Background: an optimization exercise with open tools, aiming at small area, a short achievable clock period and few clock cycles per item. Do not read the settings as production practice. Function was checked by simulation only, so behaviour that the tests miss may differ from the original. The clock port is modelled as an ideal driver; clocking choices that lean on that would not hold on a real chip. Power figures rest on the tool's default switching activity, not on a simulated workload.

## job 505
## adler32
module adler32(
    input clock,
    input rst_n,
    input size_valid,
    input [31:0] size,
    input data_start,
    input [7:0] data,
    output checksum_valid,
    output [31:0] checksum
);
Size: ~680 cells after synthesis, roughly 77 I/O pins, ~5100 sq um of cells after synthesis.
==> flow/config.mk <==
export PLATFORM = sky130hd
export DESIGN_NAME = adler32
export DESIGN_NICKNAME = adler32
export VERILOG_FILES = /design/flow/design.v
export SDC_FILE = /design/flow/constraint.sdc
export NUM_CORES = 4
export LEC_CHECK = 0
export ABC_AREA = 1
export CAP_MARGIN = 20
export CORE_MARGIN = 2
export CORE_UTILIZATION = 50
export CTS_BUF_LIST = sky130_fd_sc_hd__clkbuf_4 sky130_fd_sc_hd__clkbuf_8
export SETUP_SLACK_MARGIN = 5
export SLEW_MARGIN = 20
==> flow/constraint.sdc <==
create_clock -name core_clock -period 7.5 [get_ports {clock}]
set_input_delay 1.5000 -clock core_clock [delete_from_list [all_inputs] [get_ports {clock}]]
set_output_delay 1.5000 -clock core_clock [all_outputs]
set_load 0.01 [all_outputs]
standard.sh (not shown) runs the stock make flow with config.mk's settings and CLKGATE_MAP_FILE= SYNTH_SCRIPT=/design/flow/synth_recipe.tcl, a recipe that flattens the netlist after the stock synthesis.
==> flow/flow/run.sh <==
#!/bin/bash
# Standard layout, with these changes to how it is made:
#  - plain buffers (buf_2) on the ports;
#  - the full and half adder cells are added to the don't-use list, so that
#    synthesis maps adders to plain gates;
#  - ABC maps the logic with flow/abc.script (a delay-targeted map with area
#    recovery) instead of the flow's area script. The rest of synthesis is
#    synth_recipe.tcl unchanged.
set -o pipefail
W=$PWD
export BUFFER_PORTS_ARGS="-buffer_cell sky130_fd_sc_hd__buf_2"
BASE=$(make -s -C "$FLOW_HOME" DESIGN_CONFIG="$W/config.mk" WORK_HOME="$W/orfs" print-DONT_USE_CELLS 2>/dev/null | sed -n 's/^DONT_USE_CELLS: //p')
DU="$BASE sky130_fd_sc_hd__fa_1 sky130_fd_sc_hd__fa_2 sky130_fd_sc_hd__fa_4 sky130_fd_sc_hd__ha_1 sky130_fd_sc_hd__ha_2 sky130_fd_sc_hd__ha_4"
cp flow/abc.script "$W/abc_custom.script"
{
  echo "proc abc {args} {"
  echo "  set i [lsearch -exact \$args -script]"
  echo "  if {\$i >= 0} { lset args [expr {\$i + 1}] $W/abc_custom.script }"
  echo "  yosys abc {*}\$args"
  echo "}"
  cat synth_recipe.tcl
} > "$W/custom_synth.tcl"
sed "s#SYNTH_SCRIPT=[^ ]*#SYNTH_SCRIPT=$W/custom_synth.tcl#" standard.sh > "$W/custom_standard.sh"
bash "$W/custom_standard.sh" "DONT_USE_CELLS=$DU" finish > standard.log 2>&1
==> flow/flow/abc.script <==
strash
dc2
dch
map -B 0.9
topo
stime -c
buffer -c
upsize -c
dnsize -c
Testbench counts of job 505, summed over its fixed seeds: cycles 572,122, bytes 568,898.
Changes in job 8457 relative to job 505:
==> flow/flow/abc.script <==
strash
dch
map -D 1800
topo
stime -c
buffer -c
upsize -c
dnsize -c
Results
- [compare] base=job 505 new=job 8457: mean cell area of the mapped netlist shows an increase of 0.47 sq um; floorplan die area now larger; worst setup margin +0.20 ns.
- Job 8457 vs. job 505: clock power share went down by 1.7 points.
- Looking at startpoint of the most critical setup path, the A[0] result is from job 505; the A[4] one comes from job 8457.
- Sort job 8457 and job 505 by total routing resource utilization after global routing desc -> top: job 8457
Setup changes, job 8457 to job 9866
==> flow/flow/abc.script <==
strash
&get -n
&dch
&put
dch
map -B 0.9
topo
stime -c
## What came out
Wire length on met2 in job 9866 is about 18% below job 8457. Most common library cell in the layout ignoring fill and taps = sky130_fd_sc_hd__nor2_1: job 8457; most common library cell in the layout ignoring fill and taps = sky130_fd_sc_hd__nand2_1: job 9866. Against job 8457, job 9866 reports a critical path depth that is lower. Job 9866 — global routing usage summed across all routing layers 2.6 points lower, job 8457 as reference. Via count, job 8457 and job 9866: lower on job 8457. Summary of job 9866 over job 8457: HPWL after detailed placement now sits higher; cell area now sits lower; total number of multi-input combinational cells now sits higher.
What job 4149 does differently from job 9866 at the input level:
==> flow/flow/abc.script <==
strash
&get -n
&dc2
&dch -f
&put
map -B 0.9
topo
stime -c
buffer -c
upsize -c
dnsize -c
==> comparison <==
- On global-route wire length before repair, job 9866 loses to job 4149.
- [job 4149] net switching share of the total power fell 0.63 points relative to job 9866
- Job 4149 against job 9866: number of cells on the worst hold path essentially unchanged; detailed-routing iteration count for the pre-antenna-repair pass increased 1; final area decreased 5.1%; met2 routed wirelength decreased 490 um; cell area power density decreased 3.6%.
- Relative to job 9866, the clock power share of job 4149 is lower by 1.1 points.
- Relative to job 9866, the count of clock-buffer cells in the layout of job 4149 is higher by 1.

## run 1
adler32 again, from the RTL that the note above started with.
clock: 7.5 ns
lec_check: 0
abc_area: 1
cap_margin: 20
core_margin: 2
core_utilization: 50
cts_buf_list: sky130_fd_sc_hd__clkbuf_4 sky130_fd_sc_hd__clkbuf_8
setup_slack_margin: 5
slew_margin: 20
==> flow/flow/run.sh <==
#!/bin/bash
# Standard layout, with these changes to how it is made:
#  - plain buffers (buf_2) on the ports;
#  - the full and half adder cells are added to the don't-use list, so that
#    synthesis maps adders to plain gates;
#  - ABC maps the logic with flow/abc.script (a delay-targeted map with area
#    recovery) instead of the flow's area script. The rest of synthesis is
#    synth_recipe.tcl unchanged.
set -o pipefail
W=$PWD
export BUFFER_PORTS_ARGS="-buffer_cell sky130_fd_sc_hd__buf_2"
BASE=$(make -s -C "$FLOW_HOME" DESIGN_CONFIG="$W/config.mk" WORK_HOME="$W/orfs" print-DONT_USE_CELLS 2>/dev/null | sed -n 's/^DONT_USE_CELLS: //p')
DU="$BASE sky130_fd_sc_hd__fa_1 sky130_fd_sc_hd__fa_2 sky130_fd_sc_hd__fa_4 sky130_fd_sc_hd__ha_1 sky130_fd_sc_hd__ha_2 sky130_fd_sc_hd__ha_4"
cp flow/abc.script "$W/abc_custom.script"
{
  echo "proc abc {args} {"
  echo "  set i [lsearch -exact \$args -script]"
  echo "  if {\$i >= 0} { lset args [expr {\$i + 1}] $W/abc_custom.script }"
  echo "  yosys abc {*}\$args"
  echo "}"
  cat synth_recipe.tcl
} > "$W/custom_synth.tcl"
sed "s#SYNTH_SCRIPT=[^ ]*#SYNTH_SCRIPT=$W/custom_synth.tcl#" standard.sh > "$W/custom_standard.sh"
bash "$W/custom_standard.sh" "DONT_USE_CELLS=$DU" "POST_GLOBAL_ROUTE_TCL=$W/flow/post_grt.tcl" finish > standard.log 2>&1
==> flow/flow/abc.script <==
strash
&get -n
&dc2
&dch
&put
map -B 0.9
topo
stime -c
buffer -c
upsize -c
dnsize -c
==> flow/flow/post_grt.tcl <==
# Downsize cells whose paths keep at least the flow's setup margin of slack.
global_route -start_incremental
repair_timing -recover_power 100 -setup_margin 5.0 -verbose
global_route -end_incremental
From the logs: run 1 reached the end of the flow and failed the layout checks with max-capacitance violations, max-slew violations.
Testbench counts of run 1, summed over its fixed seeds: cycles 572,122, bytes 568,898.
The inputs of run 2 differ from those of run 1 as listed below.
==> flow/flow/run.sh <==
#!/bin/bash
# Standard layout, with these changes to how it is made:
#  - plain buffers (buf_2) on the ports;
#  - the full and half adder cells are added to the don't-use list, so that
#    synthesis maps adders to plain gates (faster after timing repair);
#  - after clock tree synthesis, one more setup repair pass aims at a tighter
#    slack margin (flow/post_cts.tcl).
set -o pipefail
export BUFFER_PORTS_ARGS="-buffer_cell sky130_fd_sc_hd__buf_2"
BASE=$(make -s -C "$FLOW_HOME" DESIGN_CONFIG="$PWD/config.mk" WORK_HOME="$PWD/orfs" print-DONT_USE_CELLS 2>/dev/null | sed -n 's/^DONT_USE_CELLS: //p')
DU="$BASE sky130_fd_sc_hd__fa_1 sky130_fd_sc_hd__fa_2 sky130_fd_sc_hd__fa_4 sky130_fd_sc_hd__ha_1 sky130_fd_sc_hd__ha_2 sky130_fd_sc_hd__ha_4"
bash standard.sh "DONT_USE_CELLS=$DU" "POST_CTS_TCL=$PWD/flow/post_cts.tcl" finish > standard.log 2>&1
==> flow/flow/post_cts.tcl (new file) <==
# Extra setup repair after clock tree synthesis, aiming past the flow's margin.
repair_timing -setup -setup_margin 5.3 -repair_tns 100 -verbose
detailed_placement
check_placement -verbose
removed: flow/flow/abc.script
removed: flow/flow/post_grt.tcl
## What came out
- Run 2 finished end to end and its layout was clean on timing, DRC and antenna.
- Clock distribution area overhead in the final layout: run 2 vs run 1 down 0.64 points
- In the tables for run 2 and run 1, peak ir drop on the vdd network reads lower with run 2.
- Run 2 against run 1: clock skew essentially unchanged, power in sequential cells saw an increase, part of the total power dissipated in combinational logic went up, chip width saw an increase, power density of the placed cells grew by about 17%.
- Taking run 1 as the reference point, the wire length after detailed routing of run 2 rises by about 36%.
- Taking run 1 as the reference point, the average wire per standard cell of run 2 rises by about 12%.
## Diff of input files: run 3 against run 2
==> flow/flow/run.sh <==
#!/bin/bash
# The standard layout (standard.sh) with three changes to how it is made:
#  - the ports get plain buf_2 buffers (BUFFER_PORTS_ARGS) instead of the
#    delay cells that buffer_ports picks by default;
#  - the full and half adder cells are added to the don't-use list, so that
#    synthesis leaves adders as plain gates for ABC, which can then
#    restructure them for speed;
#  - ABC maps the logic with flow/abc.script (&dc2 and &dch restructuring,
#    then a delay-biased map) in place of the flow's area script. The rest of
#    synthesis is synth_recipe.tcl unchanged, so the registers are the same.
# Make's output goes to standard.log; each step's tools log under orfs/logs.
set -o pipefail
W=$PWD
export BUFFER_PORTS_ARGS="-buffer_cell sky130_fd_sc_hd__buf_2"
make -C "$FLOW_HOME" DESIGN_CONFIG="$W/config.mk" WORK_HOME="$W/orfs" print-DONT_USE_CELLS > dont_use_query.log 2>&1
BASE=$(sed -n 's/^DONT_USE_CELLS: //p' dont_use_query.log)
DU="$BASE sky130_fd_sc_hd__fa_1 sky130_fd_sc_hd__fa_2 sky130_fd_sc_hd__fa_4 sky130_fd_sc_hd__ha_1 sky130_fd_sc_hd__ha_2 sky130_fd_sc_hd__ha_4"
cp flow/abc.script "$W/abc_custom.script"
{
  echo "proc abc {args} {"
  echo "  set i [lsearch -exact \$args -script]"
  echo "  if {\$i >= 0} { lset args [expr {\$i + 1}] $W/abc_custom.script }"
  echo "  yosys abc {*}\$args"
  echo "}"
  cat synth_recipe.tcl
} > "$W/custom_synth.tcl"
sed "s#SYNTH_SCRIPT=[^ ]*#SYNTH_SCRIPT=$W/custom_synth.tcl#" standard.sh > "$W/custom_standard.sh"
bash "$W/custom_standard.sh" "DONT_USE_CELLS=$DU" finish > standard.log 2>&1
==> flow/flow/abc.script (new file) <==
strash
&get -n
&dc2
&dch
&put
map -B 0.9
topo
stime -c
buffer -c
upsize -c
dnsize -c
removed: flow/flow/post_cts.tcl
### Flow results
[run 3] flip-flop and latch share of the layout cell area rose 6.8 points relative to run 2. In the flow results for run 2 and run 3, the wire length is smaller on run 3. Diff run 2..run 3 | number of buffers and inverters on the critical path | unchanged. Looking at origin of the worst setup path, the A[15]$_SDFF_PP0_ result is from run 2; the A[13]$_SDFF_PP0_ one comes from run 3. Going from run 2 to run 3, multi-input logic portion of the cell area shrinks by 1.5 points. A critical-path cell with the highest stage delay of dfxtp_2 is what run 3 shows, while dfxtp_4 belongs to run 2.
Changes in run 4 relative to run 3:
# run 3
export LEC_CHECK = 0
export ABC_AREA = 1
export CAP_MARGIN = 20
export CORE_MARGIN = 2
export CORE_UTILIZATION = 50
export CTS_BUF_LIST = sky130_fd_sc_hd__clkbuf_4 sky130_fd_sc_hd__clkbuf_8
export SETUP_SLACK_MARGIN = 5
export SLEW_MARGIN = 20
create_clock -name core_clock -period 7.5 [get_ports {clock}]
# run 4
export LEC_CHECK = 0
export ABC_AREA = 1
export CAP_MARGIN = 20
export CORE_MARGIN = 2
export CORE_UTILIZATION = 45
export CTS_BUF_LIST = sky130_fd_sc_hd__clkbuf_4 sky130_fd_sc_hd__clkbuf_8
export SETUP_SLACK_MARGIN = 5
export SLEW_MARGIN = 20
create_clock -name core_clock -period 7.5 [get_ports {clock}]
==> flow/flow/run.sh <==
#!/bin/bash
# Standard layout, with two changes to how it is made:
#  - plain buffers (buf_2) on the ports;
#  - the full and half adder cells are added to the don't-use list, so that
#    synthesis maps adders to plain gates (faster after timing repair).
set -o pipefail
export BUFFER_PORTS_ARGS="-buffer_cell sky130_fd_sc_hd__buf_2"
BASE=$(make -s -C "$FLOW_HOME" DESIGN_CONFIG="$PWD/config.mk" WORK_HOME="$PWD/orfs" print-DONT_USE_CELLS 2>/dev/null | sed -n 's/^DONT_USE_CELLS: //p')
DU="$BASE sky130_fd_sc_hd__fa_1 sky130_fd_sc_hd__fa_2 sky130_fd_sc_hd__fa_4 sky130_fd_sc_hd__ha_1 sky130_fd_sc_hd__ha_2 sky130_fd_sc_hd__ha_4"
bash standard.sh "DONT_USE_CELLS=$DU" finish > standard.log 2>&1
removed: flow/flow/abc.script
[summary]
Run 3 ended up with dfxtp_2 as its cell with the largest stage delay on the worst path; run 4 ended up with dfxtp_1.
Met1 global-route usage | run 4 below run 3
Run 4 can be clocked slower than run 3.
When run 4 is measured against run 3, its share of total power in combinational logic turns out 8.7 points higher.

==> what the ideal ports hide <==
How much do the figures lean on ideal ports? The routed layouts below were timed once more, with nothing changed but the port constraints. Step 1 sets driving cells, clkbuf_16 on the clock port and buf_2 on the other inputs (assumed; they add their load-dependent delay and slew). Step 2 moves the port delays by t, midway between the first and last clock arrival at a register: inputs arrive t later, outputs are due t later. That takes back most of the time a late clock gives input paths. a / b / c = ideal ports / drivers / drivers and shift; a / b = the first two.
| run | t, ns | setup slack, ns | worst setup path after step 2 | latest minus earliest clock arrival (ns) | pins driven straight from the clock port |
|---|---|---|---|---|---|
| job 505 | 0.396 | 4.510 / 4.510 / 4.510 | register to register | 0.012 / 0.012 | 1 |
| job 8457 | 0.398 | 4.710 / 4.710 / 4.710 | register to register | 0.013 / 0.012 | 1 |
| job 9866 | 0.420 | 5.018 / 4.985 / 5.071 | input to register | 0.014 / 0.014 | 1 |
| job 4149 | 0.403 | 4.994 / 4.959 / 5.069 | input to register | 0.007 / 0.007 | 1 |
| run 1 | 0.402 | 4.108 / 4.108 / 4.108 | register to register | 0.011 / 0.010 | 1 |
| run 2 | 0.426 | 5.110 / 5.070 / 5.061 | input to register | 0.010 / 0.009 | 1 |
| run 3 | 0.402 | 5.049 / 5.017 / 5.072 | input to register | 0.012 / 0.013 | 1 |
| run 4 | 0.421 | 5.029 / 4.996 / 5.076 | input to register | 0.010 / 0.011 | 1 |
For run 2, which loses most, drivers alone change the setup slack by -0.040 ns; drivers and shift together by -0.049 ns.
